Background: an optimization exercise with open tools, aiming at a short achievable clock period and few clock cycles. Do not read the settings as production practice. In this exercise RTL edits were held to simulation tests only and were not proved equivalent to the original. Power figures rest on the tool's default switching activity, not on a simulated workload.

### flow/config.mk
export PLATFORM = sky130hd
export DESIGN_NAME = cpu
export DESIGN_NICKNAME = cpu
export VERILOG_FILES = /design/flow/design.v
export SDC_FILE = /design/flow/constraint.sdc
export NUM_CORES = 4
export LEC_CHECK = 0
export ABC_CLOCK_PERIOD_IN_PS = 3000
export CAP_MARGIN = 20
export CORE_MARGIN = 2
export CORE_UTILIZATION = 40
export SETUP_SLACK_MARGIN = 5
export SLEW_MARGIN = 20
### flow/constraint.sdc
create_clock -name core_clock -period 10.0 [get_ports {clk}]
set_input_delay 2.0000 -clock core_clock [delete_from_list [all_inputs] [get_ports {clk}]]
set_output_delay 2.0000 -clock core_clock [all_outputs]
set_load 0.01 [all_outputs]
### flow/design.v
`default_nettype wire
module cpu #(
  parameter PC_INITIAL = 12'h0F
)
(
  input clk,
  input rst,
  output reg mem_write,
  output reg [31:0] to_mem,
  output reg [11:0] mem_addr,
  input [31:0] from_mem,
  output reg halted
);
  reg [31:0] rf [0:15];
  reg [31:0] res;       
  reg        cflag;     
  reg        pk_fetch;  
  reg        pk_load;   
  reg        d_valid;   
  reg        ld_data;   
  reg [11:0] pc_d;      
  reg [11:0] fpc;       
  reg [15:0] ld_rd;     
  reg        r_valid;
  reg        r_ldimm, r_ldmem, r_st, r_br, r_xor, r_add, r_rot, r_shf,
             r_hlt, r_cmp, r_we, r_pred;
  reg        r_s;
  reg [2:0]  r_cc;
  reg [11:0] r_src, r_dst, r_pc;
  reg [15:0] r_rd, r_rs;
  reg        e_valid;
  reg        e_ldimm, e_st, e_br, e_xor, e_add, e_rot, e_shf, e_hlt, e_cmp,
             e_we, e_pred;
  reg [2:0]  e_cc;
  reg [11:0] e_dst, e_fall;
  reg [15:0] e_rd;
  reg [31:0] e_a, e_b;
  reg [4:0]  e_amt;     
  reg [31:0] e_mask;    
  wire [31:0] sum;
  wire        carry;
  prefix_add32 adder(.a(e_a), .b(e_b), .s(sum), .co(carry));
  wire [31:0] rot = (e_a >> e_amt) | (e_a << (6'd32 - {1'b0, e_amt}));
  wire [31:0] result = ({32{e_ldimm}} & e_b)
                     | ({32{e_xor}}   & (e_a ^ e_b))
                     | ({32{e_add}}   & sum)
                     | ({32{e_rot}}   & rot)
                     | ({32{e_shf}}   & rot & e_mask)
                     | ({32{e_cmp}}   & ~e_b);
  wire f_p = ^res;
  wire f_e = !res[0];
  wire f_n = res[31];
  wire f_z = (res == 32'b0);
  reg cond;
  always @(*) begin
    case (e_cc)
      3'd0: cond = 1'b1;
      3'd1: cond = f_p;
      3'd2: cond = f_e;
      3'd3: cond = cflag;
      3'd4: cond = f_n;
      3'd5: cond = f_z;
      3'd6: cond = !cflag;
      default: cond = !f_n;
    endcase
  end
  wire e_go       = e_valid & !halted;
  wire e_redirect = e_go & e_br & (cond != e_pred);
  wire [11:0] e_target = cond ? e_dst : e_fall;
  wire e_store    = e_go & e_st;
  wire e_halt     = e_go & e_hlt;
  wire e_wr       = e_go & e_we;
  wire squash     = e_redirect | e_halt | halted;
  wire stall = pk_load | ld_data;              
  reg [31:0] rd_rf, rs_rf;
  integer k;
  always @(*) begin
    rd_rf = 32'b0;
    rs_rf = 32'b0;
    for (k = 0; k < 16; k = k + 1) begin
      rd_rf = rd_rf | ({32{r_rd[k]}} & rf[k]);
      rs_rf = rs_rf | ({32{r_rs[k]}} & rf[k]);
    end
  end
  wire byp_a = e_wr & |(e_rd & r_rd);
  wire byp_b = e_wr & |(e_rd & r_rs);
  wire [31:0] a_val = byp_a ? result : rd_rf;
  wire [31:0] rs_val = byp_b ? result : rs_rf;
  wire [31:0] imm = {{20{r_src[11]}}, r_src};
  wire [31:0] b_val = r_s ? imm : rs_val;
  wire        r_right = !r_src[11];
  wire [11:0] r_mag   = r_right ? r_src : (12'd0 - r_src);
  wire [4:0]  r_k     = (r_mag > 12'd16) ? 5'd16 : r_mag[4:0];
  wire [4:0]  r_amt   = r_right ? r_k : (5'd0 - r_k);
  wire [31:0] r_mask  = r_right ? (32'hFFFFFFFF >> r_k) : (32'hFFFFFFFF << r_k);
  wire port_e  = e_redirect | e_store | e_halt | halted;
  wire r_issue = r_valid & r_ldmem & !stall & !port_e & !squash;
  wire r_adv   = r_valid & !stall & !r_ldmem & !squash;    
  wire r_free  = !r_valid | r_adv | r_issue;
  wire [3:0]  d_op  = from_mem[31:28];
  wire        d_s   = from_mem[27];
  wire [2:0]  d_cc  = from_mem[26:24];
  wire [11:0] d_src = from_mem[23:12];
  wire [11:0] d_dst = from_mem[11:0];
  wire d_is_ld  = (d_op == 4'b0001);
  wire d_is_st  = (d_op == 4'b0010);
  wire d_is_br  = (d_op == 4'b0011);
  wire d_is_xor = (d_op == 4'b0100);
  wire d_is_add = (d_op == 4'b0101);
  wire d_is_rot = (d_op == 4'b0110);
  wire d_is_shf = (d_op == 4'b0111);
  wire d_is_hlt = (d_op == 4'b1000);
  wire d_is_cmp = (d_op == 4'b1001);
  wire d_ok     = d_valid & !squash;
  wire port_r   = port_e | r_issue;
  wire d_issue  = d_ok & d_is_ld & !d_s & r_free & !port_r & !stall &
                  !(r_valid & r_st);
  wire d_pred   = d_ok & d_is_br & r_free & !port_r &
                  ((d_cc == 3'd0) | (d_dst <= pc_d));
  wire d_accept = d_ok & !d_issue & r_free;
  wire d_drop   = d_ok & !d_issue & !r_free;    
  wire d_replay = d_drop & !port_r;
  always @(posedge clk) begin
    if (rst) begin
      mem_addr  <= PC_INITIAL;
      mem_write <= 1'b0;
      pk_fetch  <= 1'b1;
      pk_load   <= 1'b0;
      d_valid   <= 1'b0;
      ld_data   <= 1'b0;
      fpc       <= PC_INITIAL + 12'd1;
      r_valid   <= 1'b0;
      e_valid   <= 1'b0;
      halted    <= 1'b0;
    end else begin
      d_valid <= pk_fetch & !squash & !d_pred & !d_drop;
      ld_data <= pk_load & !squash;
      pc_d    <= mem_addr;
      if (e_halt)
        halted <= 1'b1;
      mem_write <= 1'b0;
      pk_fetch  <= 1'b0;
      pk_load   <= 1'b0;
      if (halted | e_halt) begin
      end else if (e_redirect) begin
        mem_addr <= e_target;
        fpc      <= e_target + 12'd1;
        pk_fetch <= 1'b1;
      end else if (e_store) begin
        if (d_drop) fpc <= pc_d;
        mem_addr  <= e_dst;
        to_mem    <= e_b;
        mem_write <= 1'b1;
      end else if (r_issue) begin
        if (d_drop) fpc <= pc_d;
        mem_addr <= r_src;
        pk_load  <= 1'b1;
        ld_rd    <= r_rd;
      end else if (d_issue) begin
        mem_addr <= d_src;
        pk_load  <= 1'b1;
        ld_rd    <= 16'b1 << d_dst[3:0];
      end else if (d_pred) begin
        mem_addr <= d_dst;
        fpc      <= d_dst + 12'd1;
        pk_fetch <= 1'b1;
      end else if (d_replay) begin
        mem_addr <= pc_d;
        fpc      <= pc_d + 12'd1;
        pk_fetch <= 1'b1;
      end else begin
        mem_addr <= fpc;
        fpc      <= fpc + 12'd1;
        pk_fetch <= 1'b1;
      end
      if (d_accept) begin
        r_valid <= 1'b1;
        r_ldimm <= d_is_ld & d_s;
        r_ldmem <= d_is_ld & !d_s;
        r_st    <= d_is_st;
        r_br    <= d_is_br;
        r_xor   <= d_is_xor;
        r_add   <= d_is_add;
        r_rot   <= d_is_rot;
        r_shf   <= d_is_shf;
        r_hlt   <= d_is_hlt;
        r_cmp   <= d_is_cmp;
        r_we    <= (d_is_ld & d_s) | d_is_xor | d_is_add | d_is_rot | d_is_shf | d_is_cmp;
        r_pred  <= d_pred;
        r_s     <= d_s;
        r_cc    <= d_cc;
        r_src   <= d_src;
        r_dst   <= d_dst;
        r_pc    <= pc_d;
        r_rd    <= 16'b1 << d_dst[3:0];
        r_rs    <= 16'b1 << d_src[3:0];
      end else if (r_free | squash) begin
        r_valid <= 1'b0;
      end
      e_valid <= r_adv;
      if (r_adv) begin
        e_ldimm <= r_ldimm;
        e_st    <= r_st;
        e_br    <= r_br;
        e_xor   <= r_xor;
        e_add   <= r_add;
        e_rot   <= r_rot;
        e_shf   <= r_shf;
        e_hlt   <= r_hlt;
        e_cmp   <= r_cmp;
        e_we    <= r_we;
        e_pred  <= r_pred;
        e_cc    <= r_cc;
        e_dst   <= r_dst;
        e_fall  <= r_pc + 12'd1;
        e_rd    <= r_rd;
        e_a     <= a_val;
        e_b     <= b_val;
        e_amt   <= r_amt;
        e_mask  <= r_mask;
      end
    end
  end
  always @(posedge clk) begin
    if (!rst) begin
      if (ld_data) begin
        res   <= from_mem;
        cflag <= 1'b0;
      end else if (e_wr) begin
        res   <= result;
        cflag <= e_add & carry;
      end else if (e_store) begin
        res   <= 32'd3;
        cflag <= 1'b0;
      end
    end
  end
  genvar g;
  generate
    for (g = 0; g < 16; g = g + 1) begin : regs
      always @(posedge clk) begin
        if (!rst) begin
          if (ld_data & ld_rd[g])
            rf[g] <= from_mem;
          else if (e_wr & e_rd[g])
            rf[g] <= result;
        end
      end
    end
  endgenerate
endmodule
module prefix_add32(
  input [31:0] a,
  input [31:0] b,
  output [31:0] s,
  output co
);
  wire [31:0] g0 = a & b;
  wire [31:0] p0 = a ^ b;
  wire [31:0] g [0:5];
  wire [31:0] p [0:5];
  assign g[0] = g0;
  assign p[0] = p0;
  genvar i, j;
  generate
    for (i = 0; i < 5; i = i + 1) begin : lvl
      for (j = 0; j < 32; j = j + 1) begin : col
        if (j >= (1 << i)) begin : cmb
          assign g[i+1][j] = g[i][j] | (p[i][j] & g[i][j - (1 << i)]);
          assign p[i+1][j] = p[i][j] & p[i][j - (1 << i)];
        end else begin : pass
          assign g[i+1][j] = g[i][j];
          assign p[i+1][j] = p[i][j];
        end
      end
    end
  endgenerate
  assign s  = p0 ^ {g[5][30:0], 1'b0};
  assign co = g[5][31];
endmodule
### flow/run.sh
#!/bin/bash
# synth_recipe.tcl (not shown) runs the flow's synth.tcl, then flattens the netlist and writes it again
# the make line also repeats each setting of config.mk as NAME=value (left out here)
make -C /OpenROAD-flow-scripts/flow DESIGN_CONFIG=/design/flow/config.mk WORK_HOME=/design/flow/orfs CLKGATE_MAP_FILE= SYNTH_SCRIPT=/design/flow/synth_recipe.tcl finish
==> impl_metrics.tcl <==
set metrics [dict create \
    r2r_start "e_a[1]" \
    num_antenna_cells 0 \
    cp-startpoint "from_mem[1]" \
    status "timing/DRC/antenna clean" \
    drt_iter0_markers 8729 \
    required_ns 10.53 \
    cp_max_fo 27 \
    grt_pass1_wl_um 305000 \
    end_kind "flip-flop" \
    p_per_area_mw_per_mm2 160 \
    yosysUniqueCellTypes 89 \
    startpoint_type "input port" \
    nNetsFinal 4650 \
    worst_pin_slew_ns 1.24 \
    die-width_um 355 \
    synth_area_per_cell_um2 10.6 \
    ios 80 \
    ys_seq_area_share_pct 52.8 \
    placed_cell_area_mm2 0.0520 \
    yosysTopAreaCell "edfxtp_1" \
    fmaxAchievable_ghz 0.201 \
    maxSlewViolCount 0 \
    crit_type "in -> reg" \
    layout_common_cells "844 x edfxtp_1, 536 x nor2_1, 523 x a21oi_1" \
    drive_gt1_share_pct 14.1 \
    synth_edf_count 844 \
    grt_pass1_vias 40362 \
    layout_setup_ws_ns 5.03 \
    ys_ff_latch 876 \
    row_count 128 \
    cp.arrival_ns 5.50 \
    core_mm2 0.122 \
    setup_viol 0 \
    ys_warn_count 3 \
    syn-cell-area_mm2 0.0492 \
    async_flop_share_pct 0 \
    synth_area_leaders "edfxtp_1 51%, a21oi_1 5.5%, mux2_2 4.4%" \
    chipHeight_um 355 \
    finalCriticalPeriod_ns 4.97 \
    antenna_found_initial 15 \
    area_growth_pct 12.8 \
    cts_tree "done" \
    route.detailed.drc 0 \
    hold_violations 0 \
    wl_per_cell_um 35.3 \
    routed-via-count 43489 \
    drv_cap 0 \
    mostFrequentLayoutCell "edfxtp_1" \
    r2r_slack_ns 5.16 \
    root_buffer "clkbuf_16" \
    setup_tns_ns 0 \
    clk_pin_slew_ns 0.06 \
    start_util_pct 40.4 \
    stdcell_area_mm2 0.0555 \
    cts_hold_buf 0 \
    viasPerCell 6.96 \
    ant_nets 0 \
    track_usage_pct 33.9 \
    die-area_mm2 0.126 \
    dpl.hpwl_um 125000 \
    min_path_type "reg -> reg" \
    cts_buffers 98 \
    cts.htree.levels 3 \
    syn_inst 4637 \
    clockBufferDepth 3 \
    r2r_cells 14 \
    rsz0062_at_grt "yes" \
    finClkSkew_ns 0.0515 \
    port_buffers 79 \
    clk_latency_ns 0.72 \
    drt_pass1_iterations 10 \
    holdCritStartpoint "r_br" \
    fin_crit_sh_pct 49.7 \
    grt_max_degree 156 \
    clock_sinks 876 \
    whs_path_depth 0 \
    max-slew-margin-rel_pct 16.5 \
    netlist.area_leader.share_pct 51.5 \
    dpl_worst_slack_ns 3.99 \
    ir_worst_vdd_mv 0.145 \
    wl_um 221000 \
    syn-num-nets 4742 \
    globalplace.congestion 0.964 \
    grt-ovfl-total 0 \
    p_leak_nw 18.5 \
    ys.flop_type "edfxtp_1" \
]
power by group:
group	switching, mW	internal, mW
combinational	0.731	0.322
clock	1.59	2.04
sequential	0.0740	4.12
total	2.39	6.48
stage by stage:
step	cells	power, mW	hold WS (ns)	util (%)
6_report	6252	8.87	0.413	45.5
2_1_floorplan	4637	4.81	0.400	-
3_5_place_dp	6056	5.24	0.405	42.6
3_3_place_gp	6056	5.23	0.401	42.6
5_1_grt	6252	9.04	0.422	45.5
4_1_cts	6242	8.79	0.418	45.3
cell type report:
| class | count | area, um2 |
|---|---|---|
| well taps | 1625 | 2030 |
| flip-flops and latches | 876 | 26000 |
| multi-input cells | 3232 | 21900 |
| fillers | 11220 | 66400 |
| clock buffers | 125 | 2630 |
| repair buffers | 254 | 2170 |
| inverters | 83 | 328 |
| clock inverters | 57 | 495 |
synthesized netlist by cell type, drive strengths merged (6+ instances only):
library cell,number
nand2,284
and2,9
a211oi,55
xor2,22
mux4,32
mux2,191
a221oi,152
o211ai,16
a211o,16
a22oi,273
nand3b,9
or3,17
nor4b,6
dfxtp,32
nor3,91
a221o,10
o21a,7
xnor2,36
mux2i,117
or2,9
and3,19
nand4,64
buf,67
a21o,41
nand2b,23
nand3,91
o31ai,8
o22ai,22
clkbuf,381
o21bai,9
a31oi,25
inv,81
o21ai,168
ha,70
a22o,142
edfxtp,844
nor2b,30
o311ai,6
nor2,541
a21oi,544
o2111ai,6
nor4,10
sequential cells by signal (all words and copies together), names as in the netlist, 32 cells and up:
signal / flops
rf: 512
e_a: 32
e_b: 32
e_mask: 32
res: 32
to_mem: 32
final timing paths:
path | end
hold / removal | e_br
hold reg to reg | e_br
setup / recovery | fpc[10]
setup reg to reg | e_a[19]
logic make-up after synthesis:
logic type	share of synthesized area (%)
buffers and inverters	4.16
and+or+nand+nor	10.9
muxes	8.21
xor gates and xnor gates	1.03
adders and majority gates	1.82
AOI/OAI and AO/OA	21.1
DFF	52.8
worst max-delay path, stage by stage:
cell	delay, ns
clkdlybuf4s50_1	0.46
buf_4	0.40
ha_1	0.33
nor2b_1	0.13
o211ai_1	0.16
a21oi_1	0.12
a211oi_2	0.22
o2111a_2	0.31
nand3_4	0.20
a31oi_4	0.30
ha_1	0.22
inv_1	0.11
nor3_1	0.26
xnor2_1	0.16
o22ai_1	0.08
metal layers:
metal	part of all wire, %	global-route usage, %	wire [um]	vias to the layer above
met5	0.053	0	118	-
met4	6.6	18.3	14600	14
met3	16	12.9	35500	914
met2	42	49.1	91800	3859
met1	36	43.7	78600	21038
li1	-	-	-	17664
repair_timing:
action,4_1_cts,5_1_grt
gates cloned,1,1
gates resized for setup,21,30
endpoints found under the setup margin,10,201
pin swaps,3,7
buffers inserted,3,8
Testbench counts, summed over its fixed seeds: cycles 92,720.

==> port drivers added, routing unchanged <==
In the flow no input, the clock included, has a driving cell. The finished layout below was timed again as built, in two steps. Step 1 (the two cells are an assumption about what drives the block):
set clk [get_ports {clk}]
set_driving_cell -lib_cell sky130_fd_sc_hd__clkbuf_16 $clk
set_driving_cell -lib_cell sky130_fd_sc_hd__buf_2 [delete_from_list [all_inputs] $clk]
Step 2 moves the port delays by t, midway between the first and last clock arrival at a register: inputs arrive t later, outputs are due t later. That takes back most of the time a late clock gives input paths. Slacks: no drivers / after step 1 / after step 2; pairs: no drivers / after step 1.
t, ns: 0.776
setup WS [ns]: 5.033 / 5.081 / 4.306
worst register clock-pin slew, ns: 0.07 / 0.07
worst slew at a driven data input, ns: 0.10
After both steps this run still meets setup and hold. For this run, drivers alone change the setup slack by +0.048 ns; drivers and shift together by -0.727 ns.
